What follows belongs to an exercise in optimizing a design on an open flow for small area; a production flow would make more cautious choices. Only simulation tests tie the RTL to the original design; equivalence was not proved. Power is estimated from default activity; no workload was simulated.

==> flow/run.sh <==
#!/bin/bash
# synth_recipe.tcl (not shown) runs the flow's synth.tcl, then flattens the netlist and writes it again
# the make line also repeats each setting of config.mk as NAME=value (left out here)
make -C /OpenROAD-flow-scripts/flow DESIGN_CONFIG=/design/flow/config.mk WORK_HOME=/design/flow/orfs CLKGATE_MAP_FILE= SYNTH_SCRIPT=/design/flow/synth_recipe.tcl finish
==> flow/config.mk <==
export PLATFORM = sky130hd
export DESIGN_NAME = event_monitor_top
export DESIGN_NICKNAME = event_monitor_top
export VERILOG_FILES = /design/flow/design.v
export SDC_FILE = /design/flow/constraint.sdc
export NUM_CORES = 4
export LEC_CHECK = 0
export CAP_MARGIN = 20
export CORE_MARGIN = 2
export CORE_UTILIZATION = 40
export SLEW_MARGIN = 20
==> flow/constraint.sdc <==
create_clock -name core_clock -period 10.0 [get_ports {clk}]
set_input_delay 2.0000 -clock core_clock [delete_from_list [all_inputs] [get_ports {clk}]]
set_output_delay 2.0000 -clock core_clock [all_outputs]
set_load 0.01 [all_outputs]
==> flow/design.v <==
module sync_fifo #(
  parameter int W = 72,
  parameter int DEPTH = 16
) (
  input  logic clk,
  input  logic rst_n,
  input  logic        push,
  input  logic [W-1:0] push_data,
  input  logic        pop,
  output logic [W-1:0] pop_data,
  output logic [W-1:0] peek_data,    
  output logic empty,
  output logic full,
  output logic [$clog2(DEPTH+1)-1:0] count,
  output logic overflow,
  output logic underflow
);
  localparam int AW = (DEPTH <= 2) ? 1 : $clog2(DEPTH);
  logic [W-1:0] mem [0:DEPTH-1];
  logic [AW-1:0] wptr;
  logic [AW-1:0] rptr;
  function automatic [AW-1:0] inc_ptr(input [AW-1:0] ptr);
    if (ptr == DEPTH-1) inc_ptr = '0;
    else inc_ptr = ptr + 1'b1;
  endfunction
  always_comb begin
    empty = (count == 0);
    full  = (count == DEPTH);
  end
  assign peek_data = empty ? '0 : mem[rptr];
  always_ff @(posedge clk or negedge rst_n) begin
    if (!rst_n) begin
      wptr      <= '0;
      rptr      <= '0;
      count     <= '0;
      pop_data  <= '0;
      overflow  <= 1'b0;
      underflow <= 1'b0;
    end else begin
      logic do_pop;
      logic do_push;
      overflow  <= 1'b0;
      underflow <= 1'b0;
      do_pop  = pop && !empty;
      do_push = push && (!full || do_pop);
      if (pop && empty) underflow <= 1'b1;
      if (push && full && !do_pop) overflow <= 1'b1;
      if (do_pop) begin
        pop_data <= mem[rptr];
        rptr <= inc_ptr(rptr);
      end
      if (do_push) begin
        mem[wptr] <= push_data;
        wptr <= inc_ptr(wptr);
      end
      unique case ({do_push, do_pop})
        2'b10: count <= count + 1'b1;
        2'b01: count <= count - 1'b1;
        default: count <= count;
      endcase
    end
  end
endmodule
module event_monitor_core #(
  parameter int PROBE_W = 32,
  parameter int ID_W = 8,
  parameter int TS_W = 32,
  parameter int FIFO_DEPTH = 16
)(
  input logic clk,
  input logic rst_n,
  input logic en,
  input logic arm,
  input logic clear_sticky, 
  input logic ts_load,
  input logic [TS_W-1:0] ts_load_value,
  output logic [TS_W-1:0] ts_value,
  input logic [1:0] trig_mode,
  input logic [PROBE_W-1:0] trig_value,
  input logic [PROBE_W-1:0] trig_mask,
  input logic [ID_W-1:0] probe_id,
  input logic [PROBE_W-1:0] probe_data,
  input logic evt_pop,
  output logic [TS_W + ID_W + PROBE_W - 1:0] evt_data,
  output logic evt_valid,
  output logic triggered_sticky,
  output logic fifo_overflow_sticky,
  output logic fifo_empty,
  output logic fifo_full,
  output logic [$clog2(FIFO_DEPTH + 1)-1:0] fifo_count
);
  localparam int EVT_W = TS_W + ID_W + PROBE_W;
  logic [TS_W-1:0] ts;
  logic [PROBE_W-1:0] masked_probe;
  logic [PROBE_W-1:0] masked_value;
  logic [PROBE_W-1:0] masked_probe_d;
  logic trig_hit_now;
  logic push_pending;
  logic [EVT_W-1:0] pending_event;
  logic [EVT_W-1:0] fifo_pop_data;
  logic [EVT_W-1:0] fifo_peek_data;
  logic [EVT_W-1:0] last_popped;
  logic last_popped_valid;
  logic fifo_overflow;
  logic fifo_underflow;
  assign masked_probe = probe_data & trig_mask;
  assign masked_value = trig_value & trig_mask;
  always_comb begin
    trig_hit_now = 1'b0;
    unique case (trig_mode)
      2'd0: trig_hit_now = (masked_probe == masked_value);
      2'd1: trig_hit_now = ((masked_probe_d == '0) && (masked_probe != '0));
      default: trig_hit_now = 1'b0;
    endcase
  end
  always_ff @(posedge clk or negedge rst_n) begin
    if (!rst_n) begin
      ts <= '0;
      masked_probe_d <= '0;
    end else begin
      if (ts_load) ts <= ts_load_value;
      else if (en) ts <= ts + 1'b1;
      masked_probe_d <= masked_probe;
    end
  end
  always_ff @(posedge clk or negedge rst_n) begin
    if (!rst_n) begin
      push_pending <= 1'b0;
      pending_event <= '0;
      triggered_sticky <= 1'b0;
      fifo_overflow_sticky <= 1'b0;
    end else begin
      push_pending <= 1'b0;
      if (en && arm && trig_hit_now) begin
        triggered_sticky <= 1'b1;
        pending_event <= {ts, probe_id, probe_data};
        push_pending <= 1'b1;
      end
      if (fifo_overflow) fifo_overflow_sticky <= 1'b1;
      if (clear_sticky) begin
         triggered_sticky <= 1'b0;
         fifo_overflow_sticky <= 1'b0;
      end
    end
  end
  sync_fifo #(.W(EVT_W), .DEPTH(FIFO_DEPTH)) u_fifo (
    .clk(clk),
    .rst_n(rst_n),
    .push(push_pending),
    .push_data(pending_event),
    .pop(evt_pop && !fifo_empty),
    .pop_data(fifo_pop_data),
    .peek_data(fifo_peek_data),
    .empty(fifo_empty),
    .full(fifo_full),
    .count(fifo_count),
    .overflow(fifo_overflow),
    .underflow(fifo_underflow)
  );
  always_ff @(posedge clk or negedge rst_n) begin
    if (!rst_n) begin
      last_popped <= '0;
      last_popped_valid <= 1'b0;
    end else begin
      last_popped_valid <= 1'b0;
      if (evt_pop && !fifo_empty) begin
        last_popped <= fifo_peek_data;
        last_popped_valid <= 1'b1;
      end
    end
  end
  assign evt_data = last_popped_valid ? last_popped : fifo_peek_data;
  assign evt_valid = !fifo_empty;
  assign ts_value = ts;
endmodule
module reg_block_simple #(
  parameter int PROBE_W = 32,
  parameter int ID_W = 8,
  parameter int TS_W = 32,
  parameter int FIFO_DEPTH = 16
) (
  input logic clk,
  input logic rst_n,
  input logic bus_wr,
  input logic bus_rd,
  input logic [7:0] bus_addr,
  input logic [31:0] bus_wdata,
  output logic [31:0] bus_rdata,
  output logic en,
  output logic arm,
  output logic [1:0] trig_mode,
  output logic [PROBE_W-1:0] trig_value,
  output logic [PROBE_W-1:0] trig_mask,
  output logic clear_sticky,
  output logic ts_load,
  output logic [TS_W-1:0] ts_load_value,
  input logic [TS_W-1:0] ts_value,
  output logic evt_pop,
  input logic [TS_W+ID_W+PROBE_W-1:0] evt_data,
  input logic evt_valid,
  input logic fifo_empty,
  input logic fifo_full,
  input logic [$clog2(FIFO_DEPTH + 1)-1:0] fifo_count, 
  input logic triggered_sticky,
  input logic fifo_overflow_sticky
);
  localparam logic [7:0] ADDR_CONTROL    = 8'h00;
  localparam logic [7:0] ADDR_TRIG_VALUE = 8'h04;
  localparam logic [7:0] ADDR_TRIG_MASK  = 8'h08;
  localparam logic [7:0] ADDR_STATUS     = 8'h0C;
  localparam logic [7:0] ADDR_EVENT_BASE = 8'h10;
  localparam logic [7:0] ADDR_TIMESTAMP  = 8'h1C;
  logic [31:0] control_reg;
  always_ff @(posedge clk or negedge rst_n) begin
    if (!rst_n) begin
      control_reg <= 32'h0;
      trig_value <= '0;
      trig_mask <= '0;
    end else begin
      if (bus_wr) begin
        unique case (bus_addr)
          ADDR_CONTROL:    control_reg <= bus_wdata;
          ADDR_TRIG_VALUE: trig_value <= bus_wdata[PROBE_W-1:0];
          ADDR_TRIG_MASK:  trig_mask <= bus_wdata[PROBE_W-1:0];
          default: begin end
        endcase
      end
    end
  end
  always_comb begin
    en = control_reg[0];
    arm = control_reg[1];
    trig_mode = {1'b0, control_reg[2]};
    clear_sticky = bus_wr && (bus_addr == ADDR_CONTROL) && bus_wdata[3];
    ts_load = bus_wr && (bus_addr == ADDR_TIMESTAMP);
    ts_load_value = bus_wdata[TS_W-1:0];
    evt_pop = bus_rd && evt_valid && (bus_addr == (ADDR_EVENT_BASE + 8'h08));
    bus_rdata = 32'h0;
    unique case (bus_addr)
      ADDR_CONTROL:    bus_rdata = control_reg;
      ADDR_TRIG_VALUE: bus_rdata = trig_value;
      ADDR_TRIG_MASK:  bus_rdata = trig_mask;
      ADDR_STATUS: begin
        bus_rdata[0] = fifo_empty;
        bus_rdata[1] = fifo_full;
        bus_rdata[15:8] = fifo_count; 
        bus_rdata[16] = triggered_sticky;
        bus_rdata[17] = fifo_overflow_sticky;
      end
      ADDR_EVENT_BASE: begin
        if (evt_valid) bus_rdata = evt_data[PROBE_W-1:0];
      end
      (ADDR_EVENT_BASE + 8'h04): begin
        if (evt_valid) begin
          bus_rdata[7:0] = evt_data[PROBE_W +: ID_W];
          bus_rdata[31:8] = evt_data[PROBE_W + ID_W +: 24];
        end
      end
      (ADDR_EVENT_BASE + 8'h08): begin
        if (evt_valid) bus_rdata[7:0] = evt_data[PROBE_W + ID_W + 24 +: 8];
      end
      ADDR_TIMESTAMP:  bus_rdata = ts_value;
      default: begin end
    endcase
  end
endmodule
module event_monitor_top #(
  parameter int PROBE_W = 32,
  parameter int ID_W = 8,
  parameter int TS_W = 32,
  parameter int FIFO_DEPTH = 16
)(
  input logic clk,
  input logic rst_n,
  input logic [ID_W-1:0] probe_id,
  input logic [PROBE_W-1:0] probe_data,
  input logic bus_wr,
  input logic bus_rd,
  input logic [7:0] bus_addr,
  input logic [31:0] bus_wdata,
  output logic [31:0] bus_rdata
);
  logic en;
  logic arm;
  logic [1:0] trig_mode;
  logic [PROBE_W-1:0] trig_value;
  logic [PROBE_W-1:0] trig_mask;
  logic clear_sticky;
  logic ts_load;
  logic [TS_W-1:0] ts_load_value;
  logic [TS_W-1:0] ts_value;
  logic evt_pop;
  logic [TS_W + ID_W + PROBE_W - 1:0] evt_data;
  logic evt_valid;
  logic fifo_empty;
  logic fifo_full;
  logic [$clog2(FIFO_DEPTH + 1)-1:0] fifo_count;
  logic triggered_sticky;
  logic fifo_overflow_sticky;
  event_monitor_core #(
    .PROBE_W(PROBE_W),
    .ID_W(ID_W),
    .TS_W(TS_W),
    .FIFO_DEPTH(FIFO_DEPTH)
  ) u_core (
    .clk(clk),
    .rst_n(rst_n),
    .en(en),
    .arm(arm),
    .clear_sticky(clear_sticky),
    .ts_load(ts_load),
    .ts_load_value(ts_load_value),
    .ts_value(ts_value),
    .trig_mode(trig_mode),
    .trig_value(trig_value),
    .trig_mask(trig_mask),
    .probe_id(probe_id),
    .probe_data(probe_data),
    .evt_pop(evt_pop),
    .evt_data(evt_data),
    .evt_valid(evt_valid),
    .triggered_sticky(triggered_sticky),
    .fifo_overflow_sticky(fifo_overflow_sticky),
    .fifo_empty(fifo_empty),
    .fifo_full(fifo_full),
    .fifo_count(fifo_count)
  );
  reg_block_simple #(
    .PROBE_W(PROBE_W),
    .ID_W(ID_W),
    .TS_W(TS_W),
    .FIFO_DEPTH(FIFO_DEPTH)
  ) u_regs (
    .clk(clk),
    .rst_n(rst_n),
    .bus_wr(bus_wr),
    .bus_rd(bus_rd),
    .bus_addr(bus_addr),
    .bus_wdata(bus_wdata),
    .bus_rdata(bus_rdata),
    .en(en),
    .arm(arm),
    .trig_mode(trig_mode),
    .trig_value(trig_value),
    .trig_mask(trig_mask),
    .clear_sticky(clear_sticky),
    .ts_load(ts_load),
    .ts_load_value(ts_load_value),
    .ts_value(ts_value),
    .evt_pop(evt_pop),
    .evt_data(evt_data),
    .evt_valid(evt_valid),
    .fifo_empty(fifo_empty),
    .fifo_full(fifo_full),
    .fifo_count(fifo_count),
    .triggered_sticky(triggered_sticky),
    .fifo_overflow_sticky(fifo_overflow_sticky)
  );
endmodule
==> run_results.csv, run 1 <==
group,metric,value,unit
power_and_ir_drop,peakVddDrop,0.0001688,V
timing,rsz0062_at_grt,"false",
critical_path,crit_path_end_kind,"output port",
timing,fin_crit_sh,85.97,%
clocking,clkSinkCount,1474,
power_and_ir_drop,p_int,10.23,mW
detailed_routing,postRouteWirelength,214400,µm
clocking,clock_latency,0.80,ns
placement,routabilityCongestion,0.9366,
placement,io_buffers,115,
power_and_ir_drop,p_leak,21.08,nW
placement,placed_cell_area,65130,µm²
critical_path,critPathRequiredTime,8.00,ns
power_and_ir_drop,clkPwrFrac,40.4,%
yosys,synth-edff-count,1152,
global_routing,grt_max_degree,145,
flow_run,cap_violations,0,
detailed_routing,ant_nets,0,
power_and_ir_drop,powerDensity,197.8,nW/µm²
critical_path,critPathKind,"in -> out",
yosys,yosys-top-cells-area,"edfxtp_1 56%, dfrtp_1 13%, mux2_2 2.3%, a22oi_1 2.2%, nand2_1 1.9%",
yosys,syn_avg_cell_area,14.07,µm²
timing,finalCriticalPeriod,8.597,ns
power_and_ir_drop,switching_share,26.14,%
min_path,holdPathStages,2,
yosys,ys.flop_type,"edfxtp_1",
detailed_routing,drt-initial-drc-count,6226,
timing,hold_ws,0.4841,ns
critical_path,rrSetupSlack,5.13,ns
timing,relSlewSlack,18.50,%
clocking,post_cts_buffers,0,
finish,reg_top3,"u_core.u_fifo.mem (1152), u_core.last_popped (72), u_core.pending_event (72)",
finish,nets,4492,
global_routing,track_usage,26.73,%
yosys,synthArstFlopShare,21.85,%
timing,final_max_slew_viol_count,0,
yosys,syn_area,61640,µm²
global_routing,met1_usage,37.48,%
floorplan,num_rows,144,
clocking,clockBufferDepth,3,
global_routing,gr-max-usage-layer,"met2",
min_path,hold_class,"reg -> reg",
detailed_routing,drc_errors,0,
finish,instances_no_fill,6566,
yosys,yosys.area.top_type_share,56.12,%
critical_path,crit_path_start_kind,"primary input",
global_routing,grt_pass1_wl,303800,µm
global_routing,grt_util_met3,4.679,%
critical_path,critPathMaxFanout,17,
floorplan,core_area,153500,µm²
clocking,tritoncts,"yes",
yosys,syn_inst,4381,
timing,hold_violations,0,
finish,regMostFlops,"u_core.u_fifo.mem",
clocking,clkTransAtPathRegs,0.06,ns
floorplan,die-area,157300,µm²
detailed_routing,dr.pass1.iters,7,
yosys,synth_seq_cells,1474,
clocking,holdBufCountCts,0,
detailed_routing,vias,42690,
detailed_routing,avgViaCountPerCell,6.502,
critical_path,r2r_cells,8,
timing,fin_skew,0.02561,ns
critical_path,arrival,6.60,ns
finish,drive_gt1_share,11.48,%
timing,setup_slack,1.403,ns
detailed_routing,drt-wirelength-per-cell,32.66,µm
placement,post-place-ws,1.587,ns
yosys,yosysSeqAreaShare,69.20,%
global_routing,antenna_found_initial,5,
placement,hpwl,127700,µm
floorplan,fp.dieH,396.6,µm
finish,post-route-util,45.60,%
yosys,synth_cell_types,80,
global_routing,globalRouteOverflowTotal,0,
clocking,cts_made_buffers,154,
power_and_ir_drop,p_sw,3.619,mW
timing,fmax,0.1163,GHz
finish,largest_reg_flops,1152,
timing,setup_tns,0,ns
floorplan,ios,116,
yosys,synthesis.nets,4479,
yosys,yosysWarnings,4,
floorplan,initial_core_util,40.15,%
timing,setup_viol,0,
global_routing,grt_pass1_vias,40405,
status,outcome,"complete, no violations",
yosys,synth_top_area_cell,"edfxtp_1",
clocking,cts_root_buf,"clkbuf_16",
power_and_ir_drop,seq_power_share,49.0,%
finish,final_cell_area,70000,µm²
timing,worst_pin_slew,1.221,ns
floorplan,fp.dieW,396.6,µm
power_and_ir_drop,combPwrFrac,10.5,%
global_routing,grt_use_met2,41.50,%
finish,syn_to_final_growth,13.57,%
power_and_ir_drop,power,13.85,mW
clocking,htreeDepth,4,
clocking,cts-resized-gates,0,
placement,dp.cells,6282,
## cell families after synthesis
kind of cell             after synthesis  share of synthesized area [%]
flip-flops                          1474                          69.20
AO/OA/AOI/OAI                       1270                          15.28
AND/OR/NAND/NOR                      940                          7.436
buffers and inverters                383                          2.483
multiplexers                         231                          4.332
XOR/XNOR                              69                         0.9805
adder cells (fa/ha/maj)               14                         0.2964
## Yosys cell counts (89+ instances only)
master / n
mux2i_1: 89
a211oi_1: 102
clkbuf_1: 213
mux2_2: 126
a22oi_1: 177
a221oi_1: 94
nand2_1: 309
edfxtp_1: 1152
dfrtp_1: 322
nand3_1: 171
nor2_1: 159
a21oi_1: 165
o21ai_0: 155
and2_1: 130
## cells in the final DEF (no fill, tap or decap), types with 20 or more instances in the layout
cell,count
clkinv_1,25
o21ai_0,151
nand2_1,306
edfxtp_1,1152
clkdlybuf4s50_1,113
nor3_1,21
and2_1,128
xor2_1,50
mux2_2,126
nor2_1,146
nand4_1,21
a31oi_1,74
a21oi_1,165
o211ai_1,22
a22oi_1,177
clkbuf_1,46
and3_1,34
a22o_1,50
inv_1,20
a211oi_1,102
clkbuf_16,156
a311oi_1,83
buf_4,87
a222oi_1,82
o22ai_1,38
dfrtp_1,319
a221oi_1,94
clkinv_2,23
mux2i_1,89
nand3_1,171
o311ai_1,72
a32oi_1,27
## critical path: stages
cell             delay (ns)
clkdlybuf4s50_1        0.72
nor4b_1                0.72
nand3_1                0.51
or3_1                  0.68
nor2_2                 0.84
a21oi_1                0.12
o21ai_0                0.30
clkdlybuf4s50_1        0.68
## power groups by stage
stage	combinational, mW	clock (mW)	sequential [mW]
floorplan	0.851	0	6.82
global placement	1.42	0	6.90
detailed placement	1.43	0	6.91
CTS	1.43	5.64	6.78
global route	1.53	5.89	6.79
finish	1.46	5.60	6.79
## per-layer routing
metal / routed length [µm] / share of wire, % / vias to the layer above
met5: 32 / 0.015 / -
met4: 8439 / 3.9 / 4
met3: 20060 / 9.4 / 353
met2: 99130 / 46 / 2428
met1: 86760 / 40 / 22307
li1: - / - / 17598
## final timing paths
check                                                   startpoint                            endpoint
worst min-delay path            u_core.last_popped[16]$_DFFE_PN0P_  u_core.last_popped[16]$_DFFE_PN0P_
worst max register to register  u_core.u_fifo.count[1]$_DFFE_PN0P_  u_core.u_fifo.mem[0][26]$_DFFE_PP_
min in group asynchronous                                    rst_n     u_regs.trig_mask[3]$_DFFE_PN0P_
max in group asynchronous                                    rst_n   u_core.u_fifo.rptr[3]$_DFFE_PN0P_
worst max-delay path                                   bus_addr[3]                       bus_rdata[22]
worst min register to register  u_core.last_popped[16]$_DFFE_PN0P_  u_core.last_popped[16]$_DFFE_PN0P_
## layout make-up
| class | count | area (µm²) |
|---|---|---|
| clock buffer | 209 | 4173 |
| tap | 2044 | 2557 |
| multi-input combinational | 2524 | 17700 |
| antenna | 2 | 5.005 |
| fill | 13697 | 83510 |
| clock inverter | 73 | 693.2 |
| timing repair buffer | 217 | 2120 |
| sequential | 1474 | 42660 |
| inverter | 23 | 91.34 |
==> inputs of run 2 (changes only) <==
==> flow/design.v (replaced) <==
module event_monitor_top (
  input  logic        clk,
  input  logic        rst_n,
  input  logic [7:0]  probe_id,
  input  logic [31:0] probe_data,
  input  logic        bus_wr,
  input  logic        bus_rd,
  input  logic [7:0]  bus_addr,
  input  logic [31:0] bus_wdata,
  output logic [31:0] bus_rdata
);
  logic a_ctrl, a_tval, a_tmask, a_stat, a_ed, a_eid, a_ehi, a_ts;
  assign a_ctrl  = (bus_addr == 8'h00);
  assign a_tval  = (bus_addr == 8'h04);
  assign a_tmask = (bus_addr == 8'h08);
  assign a_stat  = (bus_addr == 8'h0C);
  assign a_ed    = (bus_addr == 8'h10);
  assign a_eid   = (bus_addr == 8'h14);
  assign a_ehi   = (bus_addr == 8'h18);
  assign a_ts    = (bus_addr == 8'h1C);
  logic [31:0] control, trig_value, trig_mask, ts;
  logic        clear_sticky;
  assign clear_sticky = bus_wr & a_ctrl & bus_wdata[3];
  always_ff @(posedge clk or negedge rst_n) begin
    if (!rst_n) begin
      control    <= '0;
      trig_value <= '0;
      trig_mask  <= '0;
    end else begin
      if (bus_wr & a_ctrl)  control    <= bus_wdata;
      if (bus_wr & a_tval)  trig_value <= bus_wdata;
      if (bus_wr & a_tmask) trig_mask  <= bus_wdata;
    end
  end
  logic en, arm, mode;
  assign en   = control[0];
  assign arm  = control[1];
  assign mode = control[2];
  always_ff @(posedge clk or negedge rst_n) begin
    if (!rst_n)               ts <= '0;
    else if (bus_wr & a_ts)   ts <= bus_wdata;
    else if (en)              ts <= ts + 32'd1;
  end
  logic [31:0] masked;
  logic        m_zero, prev_zero, hit, capture;
  assign masked = probe_data & trig_mask;
  assign m_zero = (masked == 32'd0);
  assign hit = mode ? (prev_zero & ~m_zero)
                    : (((probe_data ^ trig_value) & trig_mask) == 32'd0);
  assign capture = en & arm & hit;
  always_ff @(posedge clk or negedge rst_n) begin
    if (!rst_n) prev_zero <= 1'b1;
    else        prev_zero <= m_zero;
  end
  logic        push_pending;
  logic [71:0] pending;
  always_ff @(posedge clk) pending <= {ts, probe_id, probe_data};
  logic [71:0] mem [0:15];
  logic [3:0]  wptr, rptr;
  logic [4:0]  count;
  logic        empty, full, pop, push, ovf_d;
  logic        trig_sticky, ovf_sticky;
  assign empty = (count == 5'd0);
  assign full  = count[4];
  assign pop   = bus_rd & a_ehi & ~empty;
  assign push  = push_pending & (~full | pop);
  always_ff @(posedge clk or negedge rst_n) begin
    if (!rst_n) begin
      push_pending <= 1'b0;
      wptr  <= '0;
      rptr  <= '0;
      count <= '0;
      ovf_d <= 1'b0;
      trig_sticky <= 1'b0;
      ovf_sticky  <= 1'b0;
    end else begin
      push_pending <= capture;
      ovf_d <= push_pending & full & ~pop;
      if (push) wptr <= wptr + 4'd1;
      if (pop)  rptr <= rptr + 4'd1;
      if (push & ~pop) count <= count + 5'd1;
      else if (pop & ~push) count <= count - 5'd1;
      if (clear_sticky) begin
        trig_sticky <= 1'b0;
        ovf_sticky  <= 1'b0;
      end else begin
        if (capture) trig_sticky <= 1'b1;
        if (ovf_d)   ovf_sticky  <= 1'b1;
      end
    end
  end
  always_ff @(posedge clk) begin
    if (push) mem[wptr] <= pending;
  end
  logic [71:0] shown;
  always_ff @(posedge clk) shown <= empty ? pending : mem[rptr];
  always_comb begin
    bus_rdata = 32'd0;
    if (a_ctrl)  bus_rdata = bus_rdata | control;
    if (a_tval)  bus_rdata = bus_rdata | trig_value;
    if (a_tmask) bus_rdata = bus_rdata | trig_mask;
    if (a_stat)  bus_rdata = bus_rdata | {14'd0, ovf_sticky, trig_sticky, 3'd0, count, 6'd0, full, empty};
    if (a_ed & ~empty)  bus_rdata = bus_rdata | shown[31:0];
    if (a_eid & ~empty) bus_rdata = bus_rdata | shown[63:32];
    if (a_ehi & ~empty) bus_rdata = bus_rdata | {24'd0, shown[71:64]};
    if (a_ts)    bus_rdata = bus_rdata | ts;
  end
endmodule
==> run 2 against run 1 <==
  * Sequential share of layout area grew 4.3 points
  * Sequential power grew 4.6%
  * Via count is 36% lower
  * Setup slack better by 0.74 ns
  * Core utilization grew 0.87 points
  * Flip-flop and latch count decreased by 32
  * Final cell count down 29%
  * Fmax increased by 9.4%
  * Non-clock buffer count fell by 51
  * Highest routed layer unchanged
==> run_results.csv, run 2 <==
group,metric,value,unit
detailed_routing,drt-wirelength-per-cell,31.84,µm
clocking,clkTransAtPathRegs,0.06,ns
clocking,htreeDepth,4,
timing,rsz0062_at_grt,"false",
placement,hpwl,85590,µm
power_and_ir_drop,clkPwrFrac,41.6,%
yosys,synth-simple-area-share,1.913,%
detailed_routing,vias,27426,
placement,placed_cell_area,58210,µm²
finish,syn_to_final_growth,15.13,%
timing,finalCriticalPeriod,7.857,ns
timing,final_max_slew_viol_count,0,
finish,reg_top3,"mem (1152), pending (72), shown (72)",
clocking,cts_root_buf,"clkbuf_16",
finish,post-route-util,46.47,%
timing,setup_tns,0,ns
global_routing,met1_usage,30.33,%
yosys,synthXorXnorAreaFrac,1.182,%
timing,setup_viol,0,
clocking,clockBufferDepth,3,
yosys,ys.flop_type,"edfxtp_1",
critical_path,critPathKind,"in -> out",
timing,fmax,0.1273,GHz
status,outcome,"complete, no violations",
clocking,holdBufCountCts,0,
floorplan,core_area,135800,µm²
power_and_ir_drop,power,13.12,mW
placement,dp.cells,4383,
power_and_ir_drop,p_leak,20.05,nW
finish,nets,2846,
timing,worst_pin_slew,1.241,ns
floorplan,initial_core_util,40.37,%
critical_path,arrival,5.86,ns
finish,drive_gt1_share,27.94,%
global_routing,track_usage,21.24,%
global_routing,antenna_found_initial,27,
floorplan,die-area,140000,µm²
yosys,yosysWarnings,1,
finish,instances_no_fill,4658,
min_path,worstHoldStart,"ovf_d$_DFF_PN0_",
global_routing,grt_use_met2,32.01,%
critical_path,critPathMaxFanout,20,
yosys,synthesis.nets,2663,
critical_path,crit_path_end_kind,"output port",
finish,fill_cells,11193,
floorplan,fp.dieH,374.2,µm
clocking,cts_made_buffers,144,
global_routing,globalRouteOverflowTotal,0,
yosys,synthTopCellsByCount,"1,152 x edfxtp_1, 360 x mux4_2, 145 x dfrtp_1",
detailed_routing,drc_errors,0,
finish,final_cell_mix,"1,152 x edfxtp_1, 360 x mux4_2, 145 x clkbuf_16",
critical_path,critPathRequiredTime,8.00,ns
yosys,synth_top_family_by_area,"multiplexers",
yosys,syn_area,54820,µm²
power_and_ir_drop,p_int,10.18,mW
power_and_ir_drop,p_sw,2.938,mW
placement,io_buffers,115,
yosys,synth_seq_cells,1442,
finish,final_common_cell,"edfxtp_1",
yosys,syn_inst,2568,
yosys,yosys-top-cells-area,"edfxtp_1 63%, mux4_2 15%, dfrtp_1 6.6%, dfxtp_1 5.3%, mux2_2 2.8%",
yosys,yosysSeqAreaShare,75.03,%
yosys,synthArstFlopShare,10.12,%
clocking,clkSinkCount,1442,
clocking,post_cts_buffers,0,
power_and_ir_drop,powerDensity,207.9,nW/µm²
power_and_ir_drop,combPwrFrac,4.3,%
yosys,synth_compound_gate_area_share,2.248,%
floorplan,num_rows,135,
critical_path,crit_path_start_kind,"primary input",
finish,regMostFlops,"mem",
yosys,synthAdderAreaFrac,0.2648,%
timing,relSlewSlack,17.24,%
detailed_routing,avgViaCountPerCell,5.888,
placement,routabilityCongestion,0.9240,
floorplan,ios,116,
global_routing,gr-max-usage-layer,"met2",
clocking,cts-resized-gates,0,
critical_path,crit_start,"bus_addr[7]",
detailed_routing,dr.pass1.iters,9,
placement,post-place-ws,1.918,ns
global_routing,grt_max_degree,168,
power_and_ir_drop,switching_share,22.39,%
yosys,synth-edff-count,1152,
global_routing,grt_pass1_wl,210200,µm
global_routing,grt_util_met3,5.958,%
timing,setup_slack,2.143,ns
yosys,synth_top_area_cell,"edfxtp_1",
floorplan,fp.dieW,374.2,µm
detailed_routing,postRouteWirelength,148300,µm
detailed_routing,ant_nets,0,
power_and_ir_drop,peakVddDrop,0.0001318,V
yosys,post-synth-top-count-cell,"edfxtp_1",
yosys,syn_avg_cell_area,21.35,µm²
yosys,yosys.area.top_type_share,63.10,%
timing,fin_crit_sh,78.57,%
clocking,tritoncts,"yes",
timing,fin_skew,0.03398,ns
global_routing,grt_pass1_vias,27898,
finish,largest_reg_flops,1152,
yosys,synth_mux_area_share,18.32,%
detailed_routing,drt-initial-drc-count,3525,
yosys,synth_cell_types,54,
timing,hold_violations,0,
clocking,clock_latency,0.79,ns
power_and_ir_drop,seq_power_share,54.1,%
critical_path,crit-reg2reg-launch,"count[0]$_DFFE_PN0P_",
min_path,hold_class,"reg -> reg",
flow_run,cap_violations,0,
finish,final_cell_area,63110,µm²
timing,hold_ws,0.4531,ns
==> run 2: changes by cell type after synthesis, moves of 144 or more <==
cell     change
o21ai_0    -152
dfrtp_1    -177
nand2_1    -251
dfxtp_1    +144
nand3_1    -145
mux4_2     +344
==> run 2: worst max-delay path: stages <==
cell,delay (ns)
clkdlybuf4s50_1,0.39
or3_1,0.36
buf_4,0.24
or4b_1,0.72
nor2_2,0.87
a222oi_1,0.27
o211ai_1,0.32
clkdlybuf4s50_1,0.64
==> run 2: final timing paths <==
| kind | to | slack (ns) | depth (start not counted) |
|---|---|---|---|
| setup reg to reg | count[4]$_DFFE_PN0P_ | 6.21 | 13 |
| setup / recovery | bus_rdata[0] | 2.14 | 8 |
| hold reg to reg | ovf_sticky$_DFFE_PN0P_ | 0.45 | 1 |
| hold / removal | ovf_sticky$_DFFE_PN0P_ | 0.45 | 1 |
| max in group asynchronous | rptr[2]$_DFFE_PN0P_ | 7.27 | 2 |
| min in group asynchronous | trig_value[11]$_DFFE_PN0P_ | 1.33 | 1 |
==> run 2: power by group through the flow <==
stage	Sequential (mW)	Clock, mW	Combinational (mW)
6_report	7.10	5.46	0.560
5_1_grt	7.12	5.76	0.599
4_1_cts	7.09	5.55	0.564
3_5_place_dp	7.21	0	0.560
3_3_place_gp	7.20	0	0.554
2_1_floorplan	7.01	0	0.384
==> run 2: area by class of cell <==
cell class | count | area [µm²] | share of cell area (%)
timing repair buffer | 166 | 1608 | 2.547
sequential | 1442 | 41150 | 65.19
tap | 1781 | 2228 | 3.531
clock inverter | 65 | 795.8 | 1.261
inverter | 11 | 41.29 | 0.06542
antenna | 3 | 7.507 | 0.01189
multi-input combinational | 986 | 13260 | 21.00
clock buffer | 204 | 4030 | 6.386
==> run 2: cell families after synthesis <==
kind of cell	Yosys count
mux	532
simple gates	205
xor+xnor	74
compound gates	164
fa+ha+maj	11
buf+inv	140
flops	1442
==> run 2: routing by layer <==
metal	vias to the layer above	wire length (µm)
met2	1366	67890
met3	206	15080
met4	24	3312
met5	-	158
li1	11046	-
met1	14784	61890
==> inputs of run 3 (changes only) <==
--- a/flow/config.mk
+++ b/flow/config.mk
@@ -8,4 +8,6 @@
 export CAP_MARGIN = 20
 export CORE_MARGIN = 2
-export CORE_UTILIZATION = 40
+export CORE_UTILIZATION = 60
+export CTS_BUF_LIST = sky130_fd_sc_hd__clkbuf_8
+export CTS_CLUSTER_SIZE = 20
 export SLEW_MARGIN = 20
==> run 3 against run 2 <==
  * Cell area fell by 1.7%
  * Final cell count decreased by 9.7%
  * Largest cell class unchanged
  * Flip-flop and latch count stayed put
  * Sequential power about the same
  * Synthesized cell count is the same
  * Critical path depth did not move
  * Sequential share of layout area is 1.1 points higher
  * Still clean
  * Critical endpoint is now bus_rdata[30]
  * First-iteration DRC count is 6.0% higher
==> run_results.csv, run 3 <==
group,metric,value,unit
status,outcome,"complete, no violations",
detailed_routing,highest_layer,"met5",
timing,hold_violations,0,
critical_path,timing.rr.end,"count[4]$_DFFE_PN0P_",
min_path,hold-path-endpoint,"ovf_sticky$_DFFE_PN0P_",
clocking,clkSinkCount,1442,
finish,largest_reg_flops,1152,
clocking,cts_root_buf,"clkbuf_8",
yosys,synth_top_area_cell,"edfxtp_1",
power_and_ir_drop,peakVddDrop,0.0001597,V
yosys,post-synth-top-count-cell,"edfxtp_1",
floorplan,initial_core_util,60.72,%
power_and_ir_drop,power,12.49,mW
timing,hold_ws,0.4692,ns
placement,dp.cells,3780,
critical_path,cpMostUsedCell,"clkdlybuf4s50_1",
yosys,yosysWarnings,1,
critical_path,critPathMaxFanout,20,
critical_path,crit_path_top_delay_cell,"or4b_1",
yosys,yosys.area.top_type_share,63.10,%
power_and_ir_drop,powerDensity,201.3,nW/µm²
global_routing,grt_pass1_wl,212400,µm
floorplan,die-area,93800,µm²
timing,fin_crit_sh,83.96,%
detailed_routing,dr.pass1.iters,11,
floorplan,ios,116,
critical_path,critPathKind,"in -> out",
detailed_routing,dr_wl_met3,16050,µm
clocking,clockBufferDepth,3,
detailed_routing,drc_errors,0,
clocking,htreeDepth,4,
detailed_routing,postRouteWirelength,149100,µm
critical_path,crit_path_end_kind,"output port",
yosys,syn_area,54820,µm²
timing,worst_pin_slew,1.225,ns
yosys,synthesis.nets,2663,
global_routing,globalRouteOverflowTotal,0,
finish,final_common_cell,"edfxtp_1",
detailed_routing,drt-wirelength-per-cell,35.45,µm
detailed_routing,drt-initial-drc-count,3736,
finish,final_cell_mix,"1,152 x edfxtp_1, 360 x mux4_2, 269 x clkbuf_8",
critical_path,crit-reg2reg-launch,"count[0]$_DFFE_PN0P_",
finish,instances_no_fill,4206,
floorplan,num_rows,110,
placement,placed_cell_area,57540,µm²
global_routing,antenna_found_initial,17,
min_path,holdPathStages,1,
critical_path,arrival,6.40,ns
min_path,worstHoldStart,"ovf_d$_DFF_PN0_",
yosys,synth-edff-count,1152,
finish,syn_to_final_growth,13.17,%
yosys,ys.flop_type,"edfxtp_1",
clocking,tritoncts,"yes",
critical_path,crit_path_start_kind,"primary input",
finish,regMostFlops,"mem",
detailed_routing,avgViaCountPerCell,6.766,
detailed_routing,dr_wl_met2,68130,µm
global_routing,track_usage,32.63,%
finish,final_cell_area,62040,µm²
critical_path,max_stage_delay,0.86,ns
timing,fmax,0.1191,GHz
detailed_routing,vias,28458,
timing,relSlewSlack,17.68,%
yosys,yosys-top-cells-area,"edfxtp_1 63%, mux4_2 15%, dfrtp_1 6.6%, dfxtp_1 5.3%, mux2_2 2.8%",
timing,setup_viol,0,
clocking,cts-resized-gates,0,
power_and_ir_drop,p_leak,20.39,nW
timing,fin_skew,0.03067,ns
placement,routabilityCongestion,0.9660,
critical_path,path_cells,"clkdlybuf4s50_1, or3_1, or4b_1, nor3_4, buf_4, a222oi_1, o211ai_1, clkdlybuf4s50_1",
timing,finalCriticalPeriod,8.396,ns
flow_run,cap_violations,0,
finish,reg_top3,"mem (1152), pending (72), shown (72)",
floorplan,fp.dieW,306.3,µm
floorplan,fp.dieH,306.3,µm
min_path,hold_class,"reg -> reg",
critical_path,rrSetupSlack,5.95,ns
yosys,syn_avg_cell_area,21.35,µm²
finish,nets,2920,
placement,io_buffers,115,
placement,hpwl,85490,µm
finish,post-route-util,68.72,%
clocking,clkTransAtPathRegs,0.07,ns
yosys,syn_inst,2568,
yosys,synthTopCellsByCount,"1,152 x edfxtp_1, 360 x mux4_2, 145 x dfrtp_1",
clocking,clock_latency,0.90,ns
clocking,cts_made_buffers,218,
global_routing,grt_max_degree,139,
timing,rsz0062_at_grt,"false",
floorplan,core_area,90290,µm²
clocking,post_cts_buffers,0,
critical_path,crit_start,"bus_addr[7]",
global_routing,grt_pass1_vias,28958,
clocking,holdBufCountCts,0,
yosys,yosysSeqAreaShare,75.03,%
critical_path,critPathRequiredTime,8.00,ns
yosys,synth_cell_types,54,
detailed_routing,wl_met1,59540,µm
timing,final_max_slew_viol_count,0,
yosys,synthArstFlopShare,10.12,%
critical_path,r2r_cells,13,
detailed_routing,ant_nets,0,
finish,drive_gt1_share,29.54,%
yosys,synth_seq_cells,1442,
-- run 3: cell counts after synthesis --
Identical to the previous run, type by type.
-- run 3: metrics by stage --
step	setup slack, ns	TNS, ns
2_1_floorplan	-0.8991	-258.93
3_3_place_gp	1.780	0
3_5_place_dp	1.691	0
4_1_cts	1.686	0
5_1_grt	1.563	0
6_report	1.604	0
-- run 3: layer usage --
layer / vias to the layer above / GRT usage, %
met5: - / 0.6202
met4: 16 / 11.41
met3: 331 / 7.749
met2: 1712 / 48.63
met1: 15142 / 48.18
li1: 11257 / -
-- run 3: worst max-delay path by stage --
stage / to / depth (start not counted)
floorplan: mem[0][0]$_DFFE_PP_ / 6
global placement: bus_rdata[30] / 8
detailed placement: bus_rdata[30] / 8
CTS: bus_rdata[30] / 8
global route: bus_rdata[30] / 8
finish: bus_rdata[30] / 8
-- run 3: critical path: cells and delay by family --
family,cells,cell delay [ns]
AO/OA/AOI/OAI,2,0.42
buffers and inverters,3,1.43
AND/OR/NAND/NOR,3,2.51
-- run 3: kinds of logic after synthesis --
| kind of cell | Yosys count | synth area share [%] |
|---|---|---|
| flip-flops | 1442 | 75.03 |
| multiplexers | 532 | 18.32 |
| AND/OR/NAND/NOR | 205 | 1.913 |
| AO/OA/AOI/OAI | 164 | 2.248 |
| buffers and inverters | 140 | 1.043 |
| XOR/XNOR | 74 | 1.182 |
| adder cells (fa/ha/maj) | 11 | 0.2648 |
-- run 3: area by class of cell --
class                      instances  area (µm²)
sequential                      1442       41150
fill                            5654       28250
multi-input combinational        986       13260
clock buffer                     269        3702
timing repair buffer             166        1654
tap                             1176        1471
clock inverter                   149       753.2
inverter                          11       41.29
antenna                            7       17.52
-- run 3: where the power goes --
part / switching (mW) / internal, mW
Clock: 2.26 / 2.54
Sequential: 0.379 / 6.74
Combinational: 0.292 / 0.285

[what the ideal ports hide]
No port has a modelled driver above. Below, the same layouts with a new extraction and two added sets of constraints.
Step 1 assumes that a clkbuf_16 drives the clock port and a buf_2 every other input.
Step 2 moves the port delays by t, midway between the first and last clock arrival at a register: inputs arrive t later, outputs are due t later. That takes back most of the time a late clock gives input paths.
Slacks: no drivers / after step 1 / after step 2; pairs: no drivers / after step 1.
run	t (ns)	setup WS [ns]	cell pins on the clock port's net
run 1	0.867	1.403 / 1.371 / 1.371	1
run 2	0.845	2.143 / 2.120 / 2.120	1
run 3	0.946	1.604 / 1.572 / 1.572	1
After both steps setup and hold are still met in every run listed.
